What follows belongs to an exercise in optimizing a design on an open flow for small area and a short achievable clock period; a production flow would make more cautious choices. Function was checked by simulation only, so behaviour that the tests miss may differ from the original. Power is estimated from default activity; no workload was simulated.

==> design.v <==
module singlecycle (
    input  logic        i_clk, i_reset,
    input  logic [31:0] i_io_sw,
    input  logic [31:0] i_instr,
    output logic [31:0] o_pc_debug,
    output logic [31:0] o_io_ledr,
    output logic [31:0] o_io_ledg,
    output logic [31:0] o_io_lcd,
    output logic [31:0] o_io_hex0, o_io_hex1, o_io_hex2, o_io_hex3,
    output logic [31:0] o_io_hex4, o_io_hex5, o_io_hex6, o_io_hex7
);
    logic [31:0] pc;
    logic [31:0] ledr, ledg, lcd, hex30, hex74, swt;
    logic [31:0] mem [0:63];
    logic [31:1] rf_v;                  
    logic        s_we;                  
    logic        s_st;                  
    logic        s_ld;                  
    logic [4:0]  s_rd;
    logic [2:0]  s_f3;                  
    logic        s_alt;                 
    logic [2:0]  s_fn;                  
    logic [31:0] s_a, s_b;
    wire [31:0] ins = i_instr;
    wire [6:0]  opc = ins[6:0];
    wire [2:0]  f3  = ins[14:12];
    wire [4:0]  rd  = ins[11:7];
    wire [4:0]  ra1 = ins[19:15];
    wire [4:0]  ra2 = ins[24:20];
    wire        f7_0  = ins[31:25] == 7'b0000000;
    wire        f7_20 = ins[31:25] == 7'b0100000;
    wire is_op    = opc == 7'b0110011;
    wire is_opimm = opc == 7'b0010011;
    wire is_load  = opc == 7'b0000011;
    wire is_store = opc == 7'b0100011;
    wire is_br    = opc == 7'b1100011;
    wire is_jal   = opc == 7'b1101111;
    wire is_jalr  = opc == 7'b1100111 && f3 == 3'b000;
    wire is_lui   = opc == 7'b0110111;
    wire is_auipc = opc == 7'b0010111;
    wire op_ok    = is_op & (f7_0 | (f7_20 & (f3 == 3'b000 | f3 == 3'b101)));
    wire opimm_ok = is_opimm & ((f3 == 3'b001) ? f7_0 :
                                (f3 == 3'b101) ? (f7_0 | f7_20) : 1'b1);
    wire ld_ok    = is_load & (f3 == 3'b000 | f3 == 3'b001 | f3 == 3'b010 |
                               f3 == 3'b100 | f3 == 3'b101);
    wire st_ok    = is_store & (f3 == 3'b000 | f3 == 3'b001 | f3 == 3'b010);
    wire br_ok    = is_br & (f3 != 3'b010) & (f3 != 3'b011);
    wire wen      = (op_ok | opimm_ok | ld_ok | is_jal | is_jalr | is_lui | is_auipc)
                    & (rd != 5'd0);
    wire [31:0] imm_i = {{20{ins[31]}}, ins[31:20]};
    wire [31:0] imm_s = {{20{ins[31]}}, ins[31:25], ins[11:7]};
    wire [31:0] imm_b = {{20{ins[31]}}, ins[7], ins[30:25], ins[11:8], 1'b0};
    wire [31:0] imm_j = {{12{ins[31]}}, ins[19:12], ins[20], ins[30:21], 1'b0};
    wire [31:0] imm_u = {ins[31:12], 12'b0};
    logic [31:0] wb;                    
    logic [31:0] rfa [0:31];
    assign rfa[0] = 32'b0;
    genvar g;
    generate
        for (g = 1; g < 32; g++) begin : R
            logic [31:0] q;
            always_ff @(posedge i_clk)
                if (s_we && s_rd == g) q <= wb;
            assign rfa[g] = q;
        end
    endgenerate
    always_ff @(posedge i_clk or posedge i_reset)
        if (i_reset) rf_v <= '0;
        else if (s_we) rf_v[s_rd] <= 1'b1;
    wire [31:0] vld = {rf_v, 1'b0};
    wire fwd1 = s_we && (ra1 == s_rd);
    wire fwd2 = s_we && (ra2 == s_rd);
    wire [31:0] rs1 = fwd1 ? wb : (vld[ra1] ? rfa[ra1] : 32'b0);
    wire [31:0] rs2 = fwd2 ? wb : (vld[ra2] ? rfa[ra2] : 32'b0);
    wire [31:0] pc4 = pc + 32'd4;
    wire [31:0] pc_tgt = pc + (is_jal ? imm_j : imm_b);
    wire [31:0] agu = rs1 + (is_store ? imm_s : imm_i);
    wire        eq  = rs1 == rs2;
    wire        lt  = {rs1[31] ^ ~f3[1], rs1[30:0]} < {rs2[31] ^ ~f3[1], rs2[30:0]};
    wire        take = br_ok & (f3[0] ^ (f3[2] ? lt : eq));
    logic [31:0] pc_next_c;
    always_comb begin
        if (is_jalr)              pc_next_c = {agu[31:1], 1'b0};
        else if (is_jal | take)   pc_next_c = pc_tgt;
        else                      pc_next_c = pc4;
    end
    always_ff @(posedge i_clk or posedge i_reset)
        if (i_reset) pc <= 32'b0;
        else         pc <= pc_next_c;
    assign o_pc_debug = pc;
    wire io_st   = st_ok & (agu[31:15] == 17'h02000);    
    wire pg_ledr = io_st & agu[14:12] == 3'd0;
    wire pg_ledg = io_st & agu[14:12] == 3'd1;
    wire pg_h30  = io_st & agu[14:12] == 3'd2;
    wire pg_h74  = io_st & agu[14:12] == 3'd3;
    wire pg_lcd  = io_st & agu[14:12] == 3'd4;
    wire sw_w = f3[1];
    wire sh_w = f3[0];
    wire sb_w = ~f3[1] & ~f3[0];
    wire [3:0] lane = sw_w ? 4'b1111 :
                      sh_w ? (agu[1] ? 4'b1100 : 4'b0011) :
                             (4'b0001 << agu[1:0]);
    wire [3:0] lane_lcd = sw_w ? 4'b1111 :
                          sh_w ? (agu[1] ? 4'b0000 : 4'b0011) :
                                 (agu[1:0] == 2'b00 ? 4'b0001 : 4'b0000);
    wire [31:0] sdat = {sw_w ? rs2[31:24] : sh_w ? rs2[15:8] : rs2[7:0],
                        sw_w ? rs2[23:16] : rs2[7:0],
                        sh_w | sw_w ? rs2[15:8] : rs2[7:0],
                        rs2[7:0]};
    function automatic [31:0] merge(input [31:0] old, input [31:0] d, input [3:0] en);
        merge = {en[3] ? d[31:24] : old[31:24], en[2] ? d[23:16] : old[23:16],
                 en[1] ? d[15:8]  : old[15:8],  en[0] ? d[7:0]   : old[7:0]};
    endfunction
    function automatic [31:0] merge_hex(input [31:0] old, input [31:0] d, input [3:0] en,
                                        input full, input half);
        logic [31:0] m;
        m = merge(old, d, en);
        merge_hex = full ? m : {old[31], m[30:24], half ? m[23] : old[23], m[22:16],
                                old[15], m[14:8], half ? m[7] : old[7], m[6:0]};
    endfunction
    always_ff @(posedge i_clk) begin
        if (i_reset) begin
            ledr  <= 32'b0;
            ledg  <= 32'b0;
            hex30 <= 32'b0;
            hex74 <= 32'b0;
            lcd   <= 32'b0;
        end else begin
            if (pg_ledr) ledr  <= merge(ledr, sdat, lane);
            if (pg_ledg) ledg  <= merge(ledg, sdat, lane);
            if (pg_h30)  hex30 <= merge_hex(hex30, sdat, lane, sw_w, sh_w);
            if (pg_h74)  hex74 <= merge_hex(hex74, sdat, lane, sw_w, sh_w);
            if (pg_lcd)  lcd   <= merge(lcd, sdat, lane_lcd);
        end
    end
    always_ff @(posedge i_clk or posedge i_reset)
        if (i_reset) swt <= 32'b0;
        else         swt <= i_io_sw;
    assign o_io_ledr = ledr;
    assign o_io_ledg = ledg;
    assign o_io_lcd  = lcd;
    assign o_io_hex0 = {25'b0, hex30[6:0]};
    assign o_io_hex1 = {25'b0, hex30[14:8]};
    assign o_io_hex2 = {25'b0, hex30[22:16]};
    assign o_io_hex3 = {25'b0, hex30[30:24]};
    assign o_io_hex4 = {25'b0, hex74[6:0]};
    assign o_io_hex5 = {25'b0, hex74[14:8]};
    assign o_io_hex6 = {25'b0, hex74[22:16]};
    assign o_io_hex7 = {25'b0, hex74[30:24]};
    logic [31:0] a_in, b_in;
    always_comb begin
        if (is_load | is_store)     a_in = agu;
        else if (is_auipc)          a_in = pc;
        else if (is_jal | is_jalr)  a_in = pc4;
        else if (is_lui)            a_in = 32'b0;
        else                        a_in = rs1;
        if (is_op | is_store)       b_in = rs2;
        else if (is_load)           b_in = swt;
        else if (is_opimm)          b_in = imm_i;
        else if (is_lui | is_auipc) b_in = imm_u;
        else                        b_in = 32'b0;
    end
    wire alu_grp = is_op | is_opimm;
    always_ff @(posedge i_clk or posedge i_reset)
        if (i_reset) s_we <= 1'b0;
        else         s_we <= wen;
    always_ff @(posedge i_clk) begin
        s_st  <= st_ok & ~i_reset;
        s_ld  <= is_load;
        s_rd  <= rd;
        s_f3  <= f3;
        s_alt <= ins[30] & (is_op | (is_opimm & f3 == 3'b101));
        s_fn  <= alu_grp ? f3 : 3'b000;
        s_a   <= a_in;
        s_b   <= b_in;
    end
    wire        sub  = s_alt | (s_fn == 3'b010) | (s_fn == 3'b011);
    wire [32:0] diff = {1'b0, s_a} + {1'b0, s_b ^ {32{sub}}} + {32'b0, sub};
    wire        s_ltu = ~diff[32];
    wire        s_lt  = (s_a[31] ^ s_b[31]) ? s_a[31] : diff[31];
    wire [4:0]  sh = s_b[4:0];
    wire        left = s_fn == 3'b001;
    logic [31:0] sh_in, sh_out, sh_rev;
    logic [63:0] sh_wide;
    always_comb begin
        for (int i = 0; i < 32; i++) sh_in[i] = left ? s_a[31 - i] : s_a[i];
        sh_wide = {{32{s_alt & s_a[31] & ~left}}, sh_in} >> sh;
        sh_out = sh_wide[31:0];
        for (int i = 0; i < 32; i++) sh_rev[i] = sh_out[31 - i];
    end
    logic [31:0] alu;
    always_comb begin
        case (s_fn)
            3'b000: alu = diff[31:0];
            3'b001: alu = sh_rev;
            3'b010: alu = {31'b0, s_lt};
            3'b011: alu = {31'b0, s_ltu};
            3'b100: alu = s_a ^ s_b;
            3'b101: alu = sh_out;
            3'b110: alu = s_a | s_b;
            default: alu = s_a & s_b;
        endcase
    end
    wire        m_mem  = s_a[31:15] == 17'b0;
    wire        m_io   = s_a[31:15] == 17'h02000;
    wire        m_ledr = m_io & s_a[14:12] == 3'd0;
    wire        m_ledg = m_io & s_a[14:12] == 3'd1;
    wire        m_h30  = m_io & s_a[14:12] == 3'd2;
    wire        m_h74  = m_io & s_a[14:12] == 3'd3;
    wire        m_lcd  = m_io & s_a[14:12] == 3'd4;
    wire        m_swt  = s_a[31:12] == 20'h10010;
    wire [5:0]  widx   = s_a[7:2];
    wire [3:0] s_lane = s_f3[1] ? 4'b1111 :
                        s_f3[0] ? (s_a[1] ? 4'b1100 : 4'b0011) :
                                  (4'b0001 << s_a[1:0]);
    wire [31:0] s_sdat = {s_f3[1] ? s_b[31:24] : s_f3[0] ? s_b[15:8] : s_b[7:0],
                          s_f3[1] ? s_b[23:16] : s_b[7:0],
                          s_f3[1] | s_f3[0] ? s_b[15:8] : s_b[7:0],
                          s_b[7:0]};
    wire mem_we = s_st & m_mem;
    always_ff @(posedge i_clk) begin
        if (mem_we) begin
            if (s_lane[0]) mem[widx][7:0]   <= s_sdat[7:0];
            if (s_lane[1]) mem[widx][15:8]  <= s_sdat[15:8];
            if (s_lane[2]) mem[widx][23:16] <= s_sdat[23:16];
            if (s_lane[3]) mem[widx][31:24] <= s_sdat[31:24];
        end
    end
    logic [31:0] lword;
    always_comb begin
        lword = 32'b0;
        if (m_mem)  lword = mem[widx];
        if (m_ledr) lword = ledr;
        if (m_ledg) lword = ledg;
        if (m_h30)  lword = hex30;
        if (m_h74)  lword = hex74;
        if (m_lcd)  lword = lcd;
    end
    wire hexpg = m_h30 | m_h74;
    logic [31:0] ld;
    logic [7:0]  lb;
    logic [15:0] lh;
    always_comb begin
        case (s_a[1:0])
            2'b00: lb = lword[7:0];
            2'b01: lb = lword[15:8];
            2'b10: lb = lword[23:16];
            default: lb = lword[31:24];
        endcase
        lh = s_a[1] ? lword[31:16] : lword[15:0];
        if (hexpg) begin
            lb[7]  = lb[6]  & ~s_f3[2];
            lh[15] = lh[14] & ~s_f3[2];
        end
        case (s_f3)
            3'b000: ld = {{24{lb[7]}}, lb};
            3'b001: ld = {{16{lh[15]}}, lh};
            3'b100: ld = {24'b0, lb};
            3'b101: ld = {16'b0, lh};
            default: ld = lword;
        endcase
        if (hexpg & ~s_f3[1]) ld[31] = 1'b0;
        if (m_swt) ld = s_b;
    end
    assign wb = s_ld ? ld : alu;
endmodule
==> run.sh <==
#!/bin/bash
# synth_recipe.tcl (not shown) runs the flow's synth.tcl, then flattens the netlist and writes it again
# the make line also repeats each setting of config.mk as NAME=value (left out here)
make -C /OpenROAD-flow-scripts/flow DESIGN_CONFIG=/design/flow/config.mk WORK_HOME=/design/flow/orfs CLKGATE_MAP_FILE= SYNTH_SCRIPT=/design/flow/synth_recipe.tcl finish
==> config.mk <==
export PLATFORM = sky130hd
export DESIGN_NAME = singlecycle
export DESIGN_NICKNAME = singlecycle
export VERILOG_FILES = /design/flow/design.v
export SDC_FILE = /design/flow/constraint.sdc
export NUM_CORES = 8
export LEC_CHECK = 0
export CAP_MARGIN = 20
export CORE_MARGIN = 2
export CORE_UTILIZATION = 30
export PLACE_DENSITY = 0.5
export SLEW_MARGIN = 20
==> constraint.sdc <==
create_clock -name core_clock -period 30.0 [get_ports {i_clk}]
set_input_delay 6.0000 -clock core_clock [delete_from_list [all_inputs] [get_ports {i_clk}]]
set_output_delay 6.0000 -clock core_clock [all_outputs]
set_load 0.01 [all_outputs]
==> summary.txt, run 1 <==
outcome complete, no violations; Primary FF master, synth edfxtp_1; routability cong. around 1.3; clock buffer depth 4; max-capacitance violation count 0; Worst-Skew Late Latency between 1000 and 1500 ps; RSZ-0062 raised after global routing no; YS warnings 2; EDFF count, synth slightly above 3,000; Leakage Power 57.52 nW; final net count ~11,000; CTS sink count ~3,400; DIE WIDTH between 700 and 800 microns; Syn-to-layout area delta 15.58%; Die Ht between 700 and 800 microns; Fin Setup TNS 0 ps; worst slew pin tran 1325 ps; worst-path maximum fanout 31; Port Buffers ~250; first-pass GRT wire length about 1000 mm; core area 0.5045 sq mm; CP Launch Type primary input; register area share after synthesis 0.6486; Yosys top cell by area edfxtp_1; Yosys cell types 113; Reg-to-Reg End lcd[24]; die area roughly 0.51 sq mm; initial antenna violation count 76; GRT Overall Usage 0.2787; FMAX ~67 MHz; CTS tree done; worst setup path class primary input to register; CTS H-tree depth 5; total CTS buffers about 370; initial DRC count a little over 20,000; HP Class register to register; Vias/cell roughly 6.2; peak supply drop 0.05482 mV; Post-CTS Setup Inserts 0; fin crit share 0.4988; Row Count about 260; synthesized flop and latch total between 3,000 and 4,000; crit path DAT roughly 16,000 ps; initial core utilization 0.3008; vias in the first global route around 100k; share of layout cells above drive strength 1 0.1470; reg-to-reg startpoint s_a[3]; Post-CTS Resized 0; crit path time final approximately 15,000 ps; WL final 741.6 mm; First-pass DRT Iterations 12; drt drc 0; global route total overflow 0; Crit. Startpoint i_instr[16]; Post-DP HPWL 482.4 mm; worst endpoint required time roughly 31,000 ps; clock skew a little under 200 ps; top-count cell post-synth edfxtp_1; final setup fails 0; Mapped Area approximately 0.15 sq mm; P per Cell Area ~66 mW/mm^2; Routed WL per cell 40.78 microns; final antenna-violating net count 0; largest net degree at the start of global routing 100; pre-CTS setup slack between 10,000 and 15,000 ps; Via Count approximately 110k; R2R depth 33; syn_area_per_cell 13.91 sq um; final worst-path setup slack between 15,000 and 20,000 ps; Final Hold Vio Count 0; Async S/R FF share, synth 0.02816; Synth area leaders edfxtp_1, a221oi_1, dfxtp_1; hold_buf cts 0; CTS root buf clkbuf_16; Cells after Synth 10,914; IO Pins 450; Synth top cells by count edfxtp_1, nor2_1, a221oi_1; crit end category register; clock-pin slew on the worst setup and hold paths around 60 ps; FF-to-FF setup slack around 16,000 ps; final slew viol count 0; Slew HR 0.1165; share of the synthesized area in the top cell type 0.6015; Worst setup endpoint lcd[24]
## sequential cells by signal, summed over array words and instances (netlist names)
name / flops
mem: 2048
R.q: 992
hex30: 32
hex74: 32
lcd: 32
ledg: 32
ledr: 32
s_a: 32
s_b: 32
swt: 32
pc: 31
rf_v: 31
s_rd: 5
s_f3: 3
s_fn: 3
s_alt: 1
s_ld: 1
s_st: 1
s_we: 1
## power breakdown
group	total, mW	internal (mW)	switching (mW)
combinational	1.76	0.530	1.23
sequential	5.20	5.13	0.0721
clock	4.62	2.59	2.03
## layout by cell type (no fill, tap or decap), types with 221 or more instances in the layout
cell type        Yosys  routed
o21ai_0            327     298
mux2i_1            443     441
nor2_1             854     743
buf_4              298     436
dfxtp_1            238     221
clkbuf_16            0     372
nand3_1            240     235
a22o_1             334     334
edfxtp_1          3040    3040
a21oi_1            442     434
clkdlybuf4s50_1      0     245
a22oi_1            483     483
nand2_1            449     449
a221oi_1           559     559
## critical path: stages
cell	delay [ps]
clkdlybuf4s50_1	460
buf_4	330
nand2b_1	750
nor2_4	270
buf_4	450
a22o_1	320
a221oi_1	210
nand3_1	110
or4_1	700
a22oi_1	680
inv_1	150
ha_1	340
o21ai_0	120
a211oi_1	390
o21ai_1	170
a31o_1	290
a31oi_1	540
a31oi_1	220
xnor2_1	210
nor4b_1	440
nand4b_1	150
or4_1	490
or3b_4	670
nor2_2	890
nor2_1	90
a311oi_1	290
## area by class of cell
class / instances / area, sq um
inverter: 137 / 531.8
clock buffer: 442 / 9632
fill: 48623 / 329100
clock inverter: 235 / 2426
multi-input combinational: 6578 / 50010
antenna: 24 / 60.06
sequential: 3373 / 98480
tap: 6706 / 8391
timing repair buffer: 691 / 5882
## cells by family (layout without fill, tap and decap cells)
kind of cell | after synthesis | after routing | share of synthesized area
adders and majority gates | 204 | 204 | 0.01697
AOI/OAI and AO/OA | 3000 | 3000 | 0.1462
buffers and inverters | 1163 | 1505 | 0.03817
xor gates and xnor gates | 166 | 166 | 0.009629
and+or+nand+nor | 2178 | 2178 | 0.06845
DFF | 3373 | 3373 | 0.6486
muxes | 829 | 829 | 0.07196
other | 1 | 225 | 0.00002471
## how the worst min path moves through the flow
stage / end / startpoint / cells past startpoint / slack (ps)
2_1_floorplan: rf_v[11] / rf_v[11] / 1 / 440
6_report: rf_v[15] / rf_v[15] / 1 / 490
5_1_grt: hex30[17] / hex30[17] / 2 / 510
3_3_place_gp: rf_v[15] / rf_v[15] / 1 / 460
3_5_place_dp: rf_v[11] / rf_v[11] / 1 / 470
4_1_cts: rf_v[15] / rf_v[15] / 1 / 490
## through the flow
stage	hold WS, ps	power [mW]	std cells	util	area (sq um)
2_1_floorplan	439.0	6.195	11114	-	152500
3_3_place_gp	462.0	6.993	17477	0.3233	163100
3_5_place_dp	469.5	6.989	17480	0.3234	163200
4_1_cts	487.2	11.54	18157	0.3473	175200
5_1_grt	513.2	11.80	18168	0.3476	175400
6_report	489.6	11.58	18186	0.3477	175400
## layer usage
metal | global-route usage | up-vias | part of all wire
li1 | - | 43882 | -
met1 | 0.3578 | 58187 | 0.38
met2 | 0.4036 | 8924 | 0.42
met3 | 0.09529 | 2325 | 0.13
met4 | 0.1696 | 76 | 0.076
met5 | 0.005090 | - | 0.0012
==> inputs of run 2 (changes only) <==
--- a/design.v
+++ b/design.v
@@ -52,6 +52,30 @@
     wire [31:0] imm_b = {{20{ins[31]}}, ins[7], ins[30:25], ins[11:8], 1'b0};
     wire [31:0] imm_j = {{12{ins[31]}}, ins[19:12], ins[20], ins[30:21], 1'b0};
     wire [31:0] imm_u = {ins[31:12], 12'b0};
+    function automatic [63:0] ks_add(input [31:0] a, input [31:0] b);
+        logic [31:0] g, p, gg, pp;
+        g = a & b;
+        p = a ^ b;
+        gg = g;
+        pp = p;
+        for (int d = 1; d < 32; d = d * 2)
+            for (int i = 31; i >= d; i--) begin
+                gg[i] = gg[i] | (pp[i] & gg[i - d]);
+                pp[i] = pp[i] & pp[i - d];
+            end
+        ks_add = {gg, p ^ {gg[30:0], 1'b0}};
+    endfunction
+    function automatic [1:0] cmp_tree(input [31:0] a, input [31:0] b);
+        logic [31:0] l, e;
+        l = ~a & b;
+        e = ~(a ^ b);
+        for (int w = 32; w > 1; w = w / 2)
+            for (int i = 0; i < w / 2; i++) begin
+                l[i] = l[2 * i + 1] | (e[2 * i + 1] & l[2 * i]);
+                e[i] = e[2 * i + 1] & e[2 * i];
+            end
+        cmp_tree = {l[0], e[0]};
+    endfunction
     logic [31:0] wb;                    
     logic [31:0] rfa [0:31];
     assign rfa[0] = 32'b0;
@@ -67,16 +91,28 @@
     always_ff @(posedge i_clk or posedge i_reset)
         if (i_reset) rf_v <= '0;
         else if (s_we) rf_v[s_rd] <= 1'b1;
-    wire [31:0] vld = {rf_v, 1'b0};
     wire fwd1 = s_we && (ra1 == s_rd);
     wire fwd2 = s_we && (ra2 == s_rd);
-    wire [31:0] rs1 = fwd1 ? wb : (vld[ra1] ? rfa[ra1] : 32'b0);
-    wire [31:0] rs2 = fwd2 ? wb : (vld[ra2] ? rfa[ra2] : 32'b0);
+    logic [31:0] rd1, rd2;
+    always_comb begin
+        rd1 = 32'b0;
+        rd2 = 32'b0;
+        for (int i = 1; i < 32; i++) begin
+            rd1 = rd1 | ({32{ra1 == i && rf_v[i]}} & rfa[i]);
+            rd2 = rd2 | ({32{ra2 == i && rf_v[i]}} & rfa[i]);
+        end
+    end
+    wire [31:0] rs1 = fwd1 ? wb : rd1;
+    wire [31:0] rs2 = fwd2 ? wb : rd2;
     wire [31:0] pc4 = pc + 32'd4;
     wire [31:0] pc_tgt = pc + (is_jal ? imm_j : imm_b);
-    wire [31:0] agu = rs1 + (is_store ? imm_s : imm_i);
-    wire        eq  = rs1 == rs2;
-    wire        lt  = {rs1[31] ^ ~f3[1], rs1[30:0]} < {rs2[31] ^ ~f3[1], rs2[30:0]};
+    wire [31:0] imm_ls = is_store ? imm_s : imm_i;
+    wire [63:0] agu_c = ks_add(rs1, imm_ls);
+    wire [31:0] agu = agu_c[31:0];
+    wire        c12 = agu_c[32 + 11];           
+    wire [1:0]  cmp = cmp_tree({rs1[31] ^ ~f3[1], rs1[30:0]}, {rs2[31] ^ ~f3[1], rs2[30:0]});
+    wire        eq  = cmp[0];
+    wire        lt  = cmp[1];
     wire        take = br_ok & (f3[0] ^ (f3[2] ? lt : eq));
     logic [31:0] pc_next_c;
     always_comb begin
@@ -88,12 +124,26 @@
         if (i_reset) pc <= 32'b0;
         else         pc <= pc_next_c;
     assign o_pc_debug = pc;
-    wire io_st   = st_ok & (agu[31:15] == 17'h02000);    
-    wire pg_ledr = io_st & agu[14:12] == 3'd0;
-    wire pg_ledg = io_st & agu[14:12] == 3'd1;
-    wire pg_h30  = io_st & agu[14:12] == 3'd2;
-    wire pg_h74  = io_st & agu[14:12] == 3'd3;
-    wire pg_lcd  = io_st & agu[14:12] == 3'd4;
+    wire [19:0] hi = rs1[31:12];
+    wire        hi_io = hi[19:3] == 17'h02000;
+    wire [6:0]  hik = {hi_io & hi[2:0] == 3'd5, hi_io & hi[2:0] == 3'd4,
+                       hi_io & hi[2:0] == 3'd3, hi_io & hi[2:0] == 3'd2,
+                       hi_io & hi[2:0] == 3'd1, hi_io & hi[2:0] == 3'd0,
+                       hi == 20'h0FFFF};
+    wire        dz = c12 == imm_s[11];          
+    wire        dp = c12 & ~imm_s[11];          
+    wire        dm = ~c12 & imm_s[11];          
+    wire [4:0]  pg;
+    generate
+        for (g = 0; g < 5; g++) begin : PG
+            assign pg[g] = st_ok & ((dz & hik[g + 1]) | (dp & hik[g]) | (dm & hik[g + 2]));
+        end
+    endgenerate
+    wire pg_ledr = pg[0];
+    wire pg_ledg = pg[1];
+    wire pg_h30  = pg[2];
+    wire pg_h74  = pg[3];
+    wire pg_lcd  = pg[4];
     wire sw_w = f3[1];
     wire sh_w = f3[0];
     wire sb_w = ~f3[1] & ~f3[0];
==> flow/run.sh (new file) <==
#!/bin/bash
# Layout flow: the standard ORFS flow (standard.sh) with these changes:
#  - repair_timing aims at 20 ns of setup slack, so the resizer sizes and buffers
#    the critical paths instead of stopping once the 30 ns clock is met;
#  - clock tree sinks are clustered 20 to a buffer and CTS adds no dummy loads;
#  - ports are buffered with buf_2 cells.
# The synthesis, floorplan, power grid, SDC and clock period are the standard ones.
set -euo pipefail
export SETUP_SLACK_MARGIN=20
export CTS_ARGS="-sink_clustering_enable -repair_clock_nets -sink_clustering_size 20 -sink_clustering_max_diameter 100 -dont_use_dummy_load"
export BUFFER_PORTS_ARGS="-buffer_cell sky130_fd_sc_hd__buf_2"
bash standard.sh > standard.log 2>&1
==> standard.sh (new file) <==
#!/bin/bash
# synth_recipe.tcl (not shown) runs the flow's synth.tcl, then flattens the netlist and writes it again
# the make line also repeats each setting of config.mk as NAME=value (left out here)
make -C /OpenROAD-flow-scripts/flow DESIGN_CONFIG=/design/flow/config.mk WORK_HOME=/design/flow/orfs CLKGATE_MAP_FILE= SYNTH_SCRIPT=/design/flow/synth_recipe.tcl "${@:-finish}"
removed: run.sh
==> run 2 against run 1 <==
  * Critical endpoint is now pc[2]
  * Non-clock buffer count rose by 436
  * Still clean
  * Sequential share of layout area barely moved
  * Critical path depth rose by 3
  * Worst hold slack got worse by 15 ps
  * Global-route usage barely moved
  * Register-to-register slack improved by 3900 ps
  * Die area rose by 0.37%
  * Utilization barely moved
  * Power fell by 16%
==> summary.txt, run 2 <==
most flop-heavy register mem (unchanged); First-pass DRT Iterations 17 (was 12); Via Count 116,572 (was 113,394); Cells after Synth 10,988 (was 10,914); worst setup path class primary input to register (unchanged); share of layout cells above drive strength 1 0.2036 (was 0.1470); Die Ht 716.6 microns (was 715.3 microns); initial DRC count 22,827 (was 20,349); Placement Cell Area 0.1621 sq mm (was 0.1632 sq mm); vias in the first global route 105,072 (was 104,790); Post-DP HPWL 460.9 mm (was 482.4 mm); crit path DAT 11,170 ps (was 15,840 ps); IO Pins 450 (unchanged); CTS sink count 3,373 (unchanged); global route total overflow 0 (unchanged); most frequent cells in the layout edfxtp_1, a22oi_1, nor2_1 (was edfxtp_1, nor2_1, a221oi_1); reg-to-reg startpoint s_a[4] (was s_a[3]); CTS tree done (unchanged); largest net degree at the start of global routing 92 (was 100); finished layout cell area 0.1755 sq mm (was 0.1754 sq mm); Yosys top cell by area edfxtp_1 (unchanged); clock-pin slew on the worst setup and hold paths 80 ps (was 60 ps); most common cell after layout, fill and taps aside edfxtp_1 (unchanged); YS warnings 2 (unchanged); worst slew pin tran 1268 ps (was 1325 ps); Crit-path slowest cell nor3b_2 (was nor2_2); final net count 11,728 (was 11,419); final slew viol count 0 (unchanged); Largest regs mem: 2048 flops, R.q: 992 flops (unchanged); Worst-Skew Late Latency 1020 ps (was 1060 ps); Port Buffers 248 (unchanged); routability cong. 0.9847 (was 1.311); biggest cell delay along the critical path 470 ps (was 890 ps); Synth area leaders edfxtp_1, a22oi_1, dfxtp_1 (was edfxtp_1, a221oi_1, dfxtp_1); Post-Layout Cell Count 18,210 (was 18,186); final antenna-violating net count 0 (unchanged); Fin Setup TNS 0 ps (unchanged); fin crit share 0.3438 (was 0.4988); core area 0.5055 sq mm (was 0.5045 sq mm); Row Count 261 (unchanged); final worst-path setup slack 19,690 ps (was 15,040 ps); WL final 752.3 mm (was 741.6 mm); Hold Slack 475.0 ps (was 489.6 ps); register area share after synthesis 0.6462 (was 0.6486); initial antenna violation count 78 (was 76); total CTS buffers 198 (was 368); max-capacitance violation count 0 (unchanged); CP Launch Type primary input (unchanged); final setup fails 0 (unchanged); initial core utilization 0.3013 (was 0.3008); Mapped Area 0.1523 sq mm (was 0.1518 sq mm); Leakage Power 58.81 nW (was 57.52 nW); Syn-to-layout area delta 15.24% (was 15.58%); CTS H-tree depth 4 (was 5); Yosys cell types 127 (was 113); outcome complete, no violations (unchanged); die area 0.5135 sq mm (was 0.5116 sq mm); max reg flops 2,048 (unchanged); GRT Overall Usage 0.2785 (was 0.2787); top-count cell post-synth edfxtp_1 (unchanged); first-pass GRT wire length 979.2 mm (was 976.3 mm); Slew HR 0.1476 (was 0.1165); syn_area_per_cell 13.86 sq um (was 13.91 sq um); P per Cell Area 55.63 mW/mm^2 (was 66.01 mW/mm^2); total power 9.765 mW (was 11.58 mW); dpl cells 17,517 (was 17,480); worst endpoint required time 30,860 ps (was 30,880 ps); FF-to-FF setup slack 19,800 ps (was 15,950 ps); pre-CTS setup slack 17,250 ps (was 14,380 ps); Routed WL per cell 41.31 microns (was 40.78 microns); RSZ-0062 raised after global routing yes (was no); Vias/cell 6.402 (was 6.235); Worst setup endpoint pc[2] (was lcd[24]); CTS root buf clkbuf_16 (unchanged); peak supply drop 0.05320 mV (was 0.05482 mV); crit path time final 10,310 ps (was 14,960 ps); EDFF count, synth 3,040 (unchanged); drt drc 0 (unchanged); DIE WIDTH 716.6 microns (was 715.3 microns); clock buffer depth 4 (unchanged); worst-path maximum fanout 32 (was 31); critical path's most frequent cell a21o_1; Reg-to-Reg End pc[2] (was lcd[24]); Async S/R FF share, synth 0.02816 (unchanged); Synth top cells by count edfxtp_1, nor2_1, a22oi_1 (was edfxtp_1, nor2_1, a221oi_1); fin util 0.3472 (was 0.3477); clock skew 160.7 ps (was 193.3 ps); Final Hold Vio Count 0 (unchanged); crit end category register (unchanged); HP Class register to register (unchanged); Crit. Startpoint i_instr[23] (was i_instr[16]); R2R depth 39 (was 33); Primary FF master, synth edfxtp_1 (unchanged); synthesized flop and latch total 3,373 (unchanged); share of the synthesized area in the top cell type 0.5993 (was 0.6015); FMAX 96.96 MHz (was 66.83 MHz)
==> run 2: worst min-delay path by stage <==
stage,startpoint,endpoint,cells after the start
floorplan,hex74[7],hex74[7],2
global placement,hex74[7],hex74[7],2
detailed placement,hex74[31],hex74[31],2
CTS,hex74[31],hex74[31],2
global route,hex74[1],hex74[1],2
finish,hex30[31],hex30[31],2
==> run 2: routing by layer <==
| metal | vias to the layer above | wire length [microns] | global-route usage |
|---|---|---|---|
| li1 | 44306 | - | - |
| met1 | 59571 | 282300 | 0.3656 |
| met2 | 10126 | 308900 | 0.3982 |
| met3 | 2527 | 102300 | 0.09207 |
| met4 | 42 | 58460 | 0.1668 |
| met5 | - | 391 | 0.0005602 |
==> run 2: what timing repair did <==
| action | CTS | global route |
|---|---|---|
| pin swaps | 127 | 109 |
| setup endpoints to repair | 214 | 199 |
| cloned | 38 | 13 |
| hold buffers | 0 | 0 |
| buffers inserted | 261 | 130 |
| gates resized for setup | 556 | 224 |
==> run 2: power breakdown <==
| part | internal [mW] | switching (mW) | total, mW |
|---|---|---|---|
| registers | 5.14 | 0.0811 | 5.22 |
| logic | 0.559 | 1.24 | 1.80 |
| clock network | 1.17 | 1.57 | 2.74 |
| total | 6.87 | 2.89 | 9.76 |
==> run 2: cell type report <==
class	instances	area, sq um
diodes	50	125.1
clock buffers	198	4955
fillers	48816	330000
inverters	185	716.9
multi-input cells	6571	51780
flip-flops and latches	3373	98480
well taps	6706	8391
repair buffers	1127	11080
==> run 2: worst max-delay path, delay by kind of cell <==
family | cells | cell delay [ps]
adder cells (fa/ha/maj) | 1 | 200
AO/OA/AOI/OAI | 15 | 2160
AND/OR/NAND/NOR | 5 | 1310
buffers and inverters | 7 | 1240
XOR/XNOR | 1 | 160
==> run 2: kinds of logic after synthesis <==
logic type	after synthesis	share of synthesized area
buffers and inverters	1247	0.04195
other	1	0.00002462
xor gates and xnor gates	142	0.008165
AOI/OAI and AO/OA	3001	0.1476
adders and majority gates	206	0.01707
DFF	3373	0.6462
and+or+nand+nor	2230	0.07074
muxes	788	0.06827

-- what the ideal ports hide --
The results above use ideal ports. As a check the final layouts listed here were re-extracted and re-timed, cells and wires unchanged.
Step 1: set_driving_cell puts a clkbuf_16 on i_clk and a buf_2 on each other input, an assumption about the parent block.
Step 2 also shifts input and output timing later by t, the mid clock arrival at the registers, as if the neighbouring blocks saw the same clock.
Three values: no drivers, after step 1, after step 2; two values: the first two.
run	t, ns	setup slack, ns	hold WS [ns]	worst setup path after step 2	cell pins on the clock port's net
run 1	1.091	15.036 / 15.119 / 14.028	0.490 / 0.490 / 0.490	input to register	1
run 2	1.075	19.686 / 19.428 / 18.353	0.475 / 0.475 / 0.475	input to register	1
After both steps every run listed still meets setup and hold. The setup slack of run 2, which loses most, moves by -0.258 ns with the drivers and by -1.333 ns with both steps.
